Background: an optimization exercise with open tools, aiming at small area and a short achievable clock period. Do not read the settings as production practice.
Where RTL was checked, it was by simulation tests only, not by an equivalence proof against the original.
Power is estimated from default activity; no workload was simulated.

==> inputs of run a <==
==> flow/design.v (excerpt) <==
module DALU(clk, rst, in_valid, instruction, out_valid, out);
clock: 9.0 ns
lec_check: 0
abc_area: 1
cap_margin: 20
core_margin: 2
core_utilization: 40
cts_buf_list: sky130_fd_sc_hd__clkbuf_8
setup_slack_margin: 5
slew_margin: 20
synth_hierarchical: 1
synth_minimum_keep_size: 0
buffer_ports_args: -buffer_cell sky130_fd_sc_hd__buf_2
standard.sh (not shown) runs the stock make flow with config.mk's settings and CLKGATE_MAP_FILE= SYNTH_SCRIPT=/design/flow/synth_recipe.tcl, a recipe that flattens the netlist after the stock synthesis.
==> flow/flow/run.sh <==
#!/bin/bash
# The standard layout, with the port buffers made of buf_2 cells instead of
# the resizer's default choice (a slow delay cell).
set -euo pipefail
echo 'export BUFFER_PORTS_ARGS = -buffer_cell sky130_fd_sc_hd__buf_2' >> config.mk
bash standard.sh finish > flow.log 2>&1
==> run b (differences from run a) <==
- CORE_UTILIZATION: 40 -> 60
==> results.toml <==
[run_status]
status = "complete, no violations"

[worst_setup_path]
critPathRequiredTime_ps = 9190
criticalPathCategory = "reg -> reg"

[finish]
seq_share = 0.204

[routing]
dr_wl_met3_um = 591

[global_routing]
grt_pass1_vias = 4393

[pwr]
p_sw_uw = 415
That was run b.
==> results.toml <==
[pwr]
internal-power_uw = 557
p_sw_uw = 413

[run_status]
status = "complete, no violations"

[routing]
dr_wl_met3_um = 557

[worst_setup_path]
criticalPathCategory = "reg -> out"

[finish]
seq_share = 0.202
That was run a.

---

==> juniper: inputs <==
Another version of the RTL of DALU (not shown whole).
export LEC_CHECK = 0
export ABC_AREA = 1
export CAP_MARGIN = 20
export CORE_MARGIN = 2
export CORE_UTILIZATION = 40
export CTS_BUF_LIST = sky130_fd_sc_hd__clkbuf_8
export PLACE_DENSITY = 0.8
export SLEW_MARGIN = 20
export SYNTH_HIERARCHICAL = 1
export SYNTH_MINIMUM_KEEP_SIZE = 0
export BUFFER_PORTS_ARGS = -buffer_cell sky130_fd_sc_hd__buf_2
export SETUP_SLACK_MARGIN = 5.3
create_clock -name core_clock -period 9.0 [get_ports {clk}]
==> flow/flow/run.sh <==
#!/bin/bash
# The standard layout, with the port buffers made of buf_2 cells instead of
# the resizer's default choice (a slow delay cell), and timing repair aiming
# at 5.3 ns of setup slack.
set -euo pipefail
echo 'export BUFFER_PORTS_ARGS = -buffer_cell sky130_fd_sc_hd__buf_2' >> config.mk
echo 'export SETUP_SLACK_MARGIN = 5.3' >> config.mk
bash standard.sh finish > flow.log 2>&1
==> inputs of raven, as changes to juniper <==
--- a/flow/design.v
+++ b/flow/design.v
@@ -379,27 +379,27 @@
 wire m137 = ~(x5 & y[8]);
 wire m138, m139;
 DALU_fa u_m138 (.a(f0), .b(m99), .c(m90), .s(m138), .co(m139));
 wire m140, m141;
 DALU_fa u_m140 (.a(m109), .b(m100), .c(m91), .s(m140), .co(m141));
 wire m142, m143;
-DALU_ha u_m142 (.a(m81), .b(m139), .s(m142), .co(m143));
+DALU_fa u_m142 (.a(m81), .b(m139), .c(m140), .s(m142), .co(m143));
 wire m144, m145;
 DALU_fa u_m144 (.a(m119), .b(m110), .c(m101), .s(m144), .co(m145));
 wire m146, m147;
 DALU_fa u_m146 (.a(m92), .b(m82), .c(m141), .s(m146), .co(m147));
 wire m148, m149;
-DALU_ha u_m148 (.a(m144), .b(m143), .s(m148), .co(m149));
+DALU_fa u_m148 (.a(m144), .b(m143), .c(m146), .s(m148), .co(m149));
 wire m150 = ~(m129 ^ m120);
 wire m151 = m129 | m120;
 wire m152, m153;
 DALU_fa u_m152 (.a(m111), .b(m102), .c(m93), .s(m152), .co(m153));
 wire m154, m155;
 DALU_fa u_m154 (.a(m150), .b(m83), .c(m145), .s(m154), .co(m155));
 wire m156, m157;
-DALU_fa u_m156 (.a(m149), .b(m152), .c(m147), .s(m156), .co(m157));
+DALU_fa u_m156 (.a(m152), .b(m147), .c(m154), .s(m156), .co(m157));
 wire m158, m159;
 DALU_fa u_m158 (.a(m130), .b(m121), .c(m112), .s(m158), .co(m159));
 wire m160, m161;
 DALU_fa u_m160 (.a(m103), .b(m151), .c(m94), .s(m160), .co(m161));
 wire m162, m163;
 DALU_fa u_m162 (.a(m84), .b(m158), .c(m153), .s(m162), .co(m163));
@@ -453,17 +453,17 @@
 DALU_ha u_m210 (.a(e0), .b(m78), .s(m210), .co(m211));
 wire m212, m213;
 DALU_fa u_m212 (.a(m89), .b(m79), .c(m211), .s(m212), .co(m213));
 wire m214, m215;
 DALU_fa u_m214 (.a(m80), .b(m138), .c(m213), .s(m214), .co(m215));
 wire m216, m217;
-DALU_fa u_m216 (.a(m140), .b(m142), .c(m215), .s(m216), .co(m217));
+DALU_ha u_m216 (.a(m142), .b(m215), .s(m216), .co(m217));
 wire m218, m219;
-DALU_fa u_m218 (.a(m148), .b(m146), .c(m217), .s(m218), .co(m219));
+DALU_ha u_m218 (.a(m148), .b(m217), .s(m218), .co(m219));
 wire m220, m221;
-DALU_fa u_m220 (.a(m154), .b(m156), .c(m219), .s(m220), .co(m221));
+DALU_fa u_m220 (.a(m149), .b(m156), .c(m219), .s(m220), .co(m221));
 wire [7:0] phi;
 wire o0, o1;
 DALU_ha u_o0 (.a(pa0), .b(pb0), .s(o0), .co(o1));
 wire o2, o3;
 DALU_ha u_o2 (.a(pa1), .b(pb1), .s(o2), .co(o3));
 wire o4, o5;
- CORE_UTILIZATION: 40 -> 70
==> inputs of quartz, as changes to juniper <==
--- a/flow/design.v
+++ b/flow/design.v
@@ -379,27 +379,27 @@
 wire m137 = ~(x5 & y[8]);
 wire m138, m139;
 DALU_fa u_m138 (.a(f0), .b(m99), .c(m90), .s(m138), .co(m139));
 wire m140, m141;
 DALU_fa u_m140 (.a(m109), .b(m100), .c(m91), .s(m140), .co(m141));
 wire m142, m143;
-DALU_ha u_m142 (.a(m81), .b(m139), .s(m142), .co(m143));
+DALU_fa u_m142 (.a(m81), .b(m139), .c(m140), .s(m142), .co(m143));
 wire m144, m145;
 DALU_fa u_m144 (.a(m119), .b(m110), .c(m101), .s(m144), .co(m145));
 wire m146, m147;
 DALU_fa u_m146 (.a(m92), .b(m82), .c(m141), .s(m146), .co(m147));
 wire m148, m149;
-DALU_ha u_m148 (.a(m144), .b(m143), .s(m148), .co(m149));
+DALU_fa u_m148 (.a(m144), .b(m143), .c(m146), .s(m148), .co(m149));
 wire m150 = ~(m129 ^ m120);
 wire m151 = m129 | m120;
 wire m152, m153;
 DALU_fa u_m152 (.a(m111), .b(m102), .c(m93), .s(m152), .co(m153));
 wire m154, m155;
 DALU_fa u_m154 (.a(m150), .b(m83), .c(m145), .s(m154), .co(m155));
 wire m156, m157;
-DALU_fa u_m156 (.a(m149), .b(m152), .c(m147), .s(m156), .co(m157));
+DALU_fa u_m156 (.a(m152), .b(m147), .c(m154), .s(m156), .co(m157));
 wire m158, m159;
 DALU_fa u_m158 (.a(m130), .b(m121), .c(m112), .s(m158), .co(m159));
 wire m160, m161;
 DALU_fa u_m160 (.a(m103), .b(m151), .c(m94), .s(m160), .co(m161));
 wire m162, m163;
 DALU_fa u_m162 (.a(m84), .b(m158), .c(m153), .s(m162), .co(m163));
@@ -453,17 +453,17 @@
 DALU_ha u_m210 (.a(e0), .b(m78), .s(m210), .co(m211));
 wire m212, m213;
 DALU_fa u_m212 (.a(m89), .b(m79), .c(m211), .s(m212), .co(m213));
 wire m214, m215;
 DALU_fa u_m214 (.a(m80), .b(m138), .c(m213), .s(m214), .co(m215));
 wire m216, m217;
-DALU_fa u_m216 (.a(m140), .b(m142), .c(m215), .s(m216), .co(m217));
+DALU_ha u_m216 (.a(m142), .b(m215), .s(m216), .co(m217));
 wire m218, m219;
-DALU_fa u_m218 (.a(m148), .b(m146), .c(m217), .s(m218), .co(m219));
+DALU_ha u_m218 (.a(m148), .b(m217), .s(m218), .co(m219));
 wire m220, m221;
-DALU_fa u_m220 (.a(m154), .b(m156), .c(m219), .s(m220), .co(m221));
+DALU_fa u_m220 (.a(m149), .b(m156), .c(m219), .s(m220), .co(m221));
 wire [7:0] phi;
 wire o0, o1;
 DALU_ha u_o0 (.a(pa0), .b(pb0), .s(o0), .co(o1));
 wire o2, o3;
 DALU_ha u_o2 (.a(pa1), .b(pb1), .s(o2), .co(o3));
 wire o4, o5;
==> flow/flow/run.sh (replaced) <==
#!/bin/bash
# The standard layout with three changes: buf_2 port buffers instead of the
# resizer's default choice (a slow delay cell); an area-oriented restructure of
# the combinational logic after the floorplan; timing repair aiming at 5.3 ns
# of setup slack.
set -euo pipefail
here=$(pwd)
echo 'export BUFFER_PORTS_ARGS = -buffer_cell sky130_fd_sc_hd__buf_2' >> config.mk
echo 'export SETUP_SLACK_MARGIN = 5.3' >> config.mk
bash standard.sh floorplan > flow_floorplan.log 2>&1
res=$here/orfs/results/$FLOW_PLATFORM/DALU/base
lib=$FLOW_HOME/platforms/$FLOW_PLATFORM/lib/sky130_fd_sc_hd__tt_025C_1v80.lib
python3 flow/filtlib.py $lib rmp_cells.lib lpflow probe > filtlib.log 2>&1
RESULTS=$res WORK=$here LIB=$lib \
  openroad -no_init -exit flow/restructure.tcl > restructure.log 2>&1
bash standard.sh finish > flow_finish.log 2>&1
==> flow/flow/filtlib.py (new file) <==
# Copy a liberty file without the cells matching the given name fragments.
import sys, re
src, dst = sys.argv[1], sys.argv[2]
drop = sys.argv[3:]
out = []
skip = 0
depth = 0
with open(src) as f:
    for line in f:
        if skip == 0:
            m = re.match(r'\s*cell\s*\(\s*"?([\w]+)"?\s*\)', line)
            if m and any(d in m.group(1) for d in drop):
                skip = 1
                depth = line.count('{') - line.count('}')
                if depth <= 0 and '{' in line:
                    skip = 0
                continue
            out.append(line)
        else:
            depth += line.count('{') - line.count('}')
            if depth <= 0:
                skip = 0
with open(dst, 'w') as f:
    f.writelines(out)
==> flow/flow/restructure.tcl (new file) <==
# Area-oriented re-mapping of the combinational logic of the floorplanned
# netlist (registers untouched), before placement.
set res $::env(RESULTS)
read_db $res/2_floorplan.odb
read_liberty $::env(LIB)
read_sdc $res/2_floorplan.sdc
proc core_area {} {
  set a 0
  foreach i [[ord::get_db_block] getInsts] {
    set m [$i getMaster]
    if {[$m getType] eq "CORE"} { set a [expr {$a + [$m getWidth] * [$m getHeight]}] }
  }
  return [expr {$a / 1e6}]
}
puts "restructure: cell area before [core_area]"
file mkdir $::env(WORK)/rmp
restructure -target area -liberty_file $::env(WORK)/rmp_cells.lib \
  -tielo_port sky130_fd_sc_hd__conb_1/LO -tiehi_port sky130_fd_sc_hd__conb_1/HI \
  -work_dir $::env(WORK)/rmp -abc_logfile $::env(WORK)/restructure_abc.log
puts "restructure: cell area after [core_area]"
write_db $res/2_floorplan.odb
==> inputs of violet, as changes to juniper <==
--- a/flow/design.v
+++ b/flow/design.v
@@ -379,27 +379,27 @@
 wire m137 = ~(x5 & y[8]);
 wire m138, m139;
 DALU_fa u_m138 (.a(f0), .b(m99), .c(m90), .s(m138), .co(m139));
 wire m140, m141;
 DALU_fa u_m140 (.a(m109), .b(m100), .c(m91), .s(m140), .co(m141));
 wire m142, m143;
-DALU_ha u_m142 (.a(m81), .b(m139), .s(m142), .co(m143));
+DALU_fa u_m142 (.a(m81), .b(m139), .c(m140), .s(m142), .co(m143));
 wire m144, m145;
 DALU_fa u_m144 (.a(m119), .b(m110), .c(m101), .s(m144), .co(m145));
 wire m146, m147;
 DALU_fa u_m146 (.a(m92), .b(m82), .c(m141), .s(m146), .co(m147));
 wire m148, m149;
-DALU_ha u_m148 (.a(m144), .b(m143), .s(m148), .co(m149));
+DALU_fa u_m148 (.a(m144), .b(m143), .c(m146), .s(m148), .co(m149));
 wire m150 = ~(m129 ^ m120);
 wire m151 = m129 | m120;
 wire m152, m153;
 DALU_fa u_m152 (.a(m111), .b(m102), .c(m93), .s(m152), .co(m153));
 wire m154, m155;
 DALU_fa u_m154 (.a(m150), .b(m83), .c(m145), .s(m154), .co(m155));
 wire m156, m157;
-DALU_fa u_m156 (.a(m149), .b(m152), .c(m147), .s(m156), .co(m157));
+DALU_fa u_m156 (.a(m152), .b(m147), .c(m154), .s(m156), .co(m157));
 wire m158, m159;
 DALU_fa u_m158 (.a(m130), .b(m121), .c(m112), .s(m158), .co(m159));
 wire m160, m161;
 DALU_fa u_m160 (.a(m103), .b(m151), .c(m94), .s(m160), .co(m161));
 wire m162, m163;
 DALU_fa u_m162 (.a(m84), .b(m158), .c(m153), .s(m162), .co(m163));
@@ -453,17 +453,17 @@
 DALU_ha u_m210 (.a(e0), .b(m78), .s(m210), .co(m211));
 wire m212, m213;
 DALU_fa u_m212 (.a(m89), .b(m79), .c(m211), .s(m212), .co(m213));
 wire m214, m215;
 DALU_fa u_m214 (.a(m80), .b(m138), .c(m213), .s(m214), .co(m215));
 wire m216, m217;
-DALU_fa u_m216 (.a(m140), .b(m142), .c(m215), .s(m216), .co(m217));
+DALU_ha u_m216 (.a(m142), .b(m215), .s(m216), .co(m217));
 wire m218, m219;
-DALU_fa u_m218 (.a(m148), .b(m146), .c(m217), .s(m218), .co(m219));
+DALU_ha u_m218 (.a(m148), .b(m217), .s(m218), .co(m219));
 wire m220, m221;
-DALU_fa u_m220 (.a(m154), .b(m156), .c(m219), .s(m220), .co(m221));
+DALU_fa u_m220 (.a(m149), .b(m156), .c(m219), .s(m220), .co(m221));
 wire [7:0] phi;
 wire o0, o1;
 DALU_ha u_o0 (.a(pa0), .b(pb0), .s(o0), .co(o1));
 wire o2, o3;
 DALU_ha u_o2 (.a(pa1), .b(pb1), .s(o2), .co(o3));
 wire o4, o5;
- PLACE_DENSITY: 0.8 -> 0.9
==> results.txt <==
juniper went through all stages and came out clean. violet completed with no timing, DRC or antenna violations. quartz finished with timing, DRC and antenna clean. raven produced a clean layout.
In synthesized cell count, violet and juniper do not differ.
In worst hold slack, juniper and violet hardly differ.
Against juniper, the critical path depth of raven is lower by 4.
Total power, lowest first: quartz, violet, juniper, raven.
Against raven, the combinational power of violet is smaller by about 12%.
In flip-flop and latch count, quartz and juniper do not differ.
Utilization: quartz is higher than violet (2.4 points).
Between juniper and violet, the lower sequential share of layout area is in juniper (gap 0.072 points).
Synthesized area is the same in juniper and violet.
Function not checked in juniper: the RTL went through the layout flow alone.

[afterwards: timing with drivers on the ports]
The results above use ideal ports. As a check the final layouts listed here were re-extracted and re-timed, cells and wires unchanged.
Step 1, drivers: a clkbuf_16 drives clk and a buf_2 each remaining input, both assumed.
Step 2, shift: input delay + t, output delay - t, t = (earliest + latest rising clock arrival at the registers) / 2. This alone moves slack from input paths to output paths.
Slacks: ideal ports / drivers / drivers and shift; pairs: ideal ports / drivers.
run	shift t [ns]	setup slack, ns	worst hold slack (ns)	clock arrival spread, ns
run a	0.346	5.200 / 5.169 / 4.966	0.408 / 0.408 / 0.408	0.012 / 0.013
run b	0.337	5.164 / 5.164 / 4.940	0.412 / 0.412 / 0.412	0.012 / 0.011
juniper	0.344	5.399 / 5.389 / 5.067	0.410 / 0.410 / 0.410	0.019 / 0.020
raven	0.357	5.203 / 5.167 / 5.000	0.410 / 0.410 / 0.410	0.006 / 0.006
quartz	0.329	4.832 / 4.802 / 5.023	0.450 / 0.450 / 0.450	0.007 / 0.007
violet	0.341	5.386 / 5.358 / 5.054	0.410 / 0.410 / 0.410	0.012 / 0.012
After both steps every run listed still meets setup and hold.
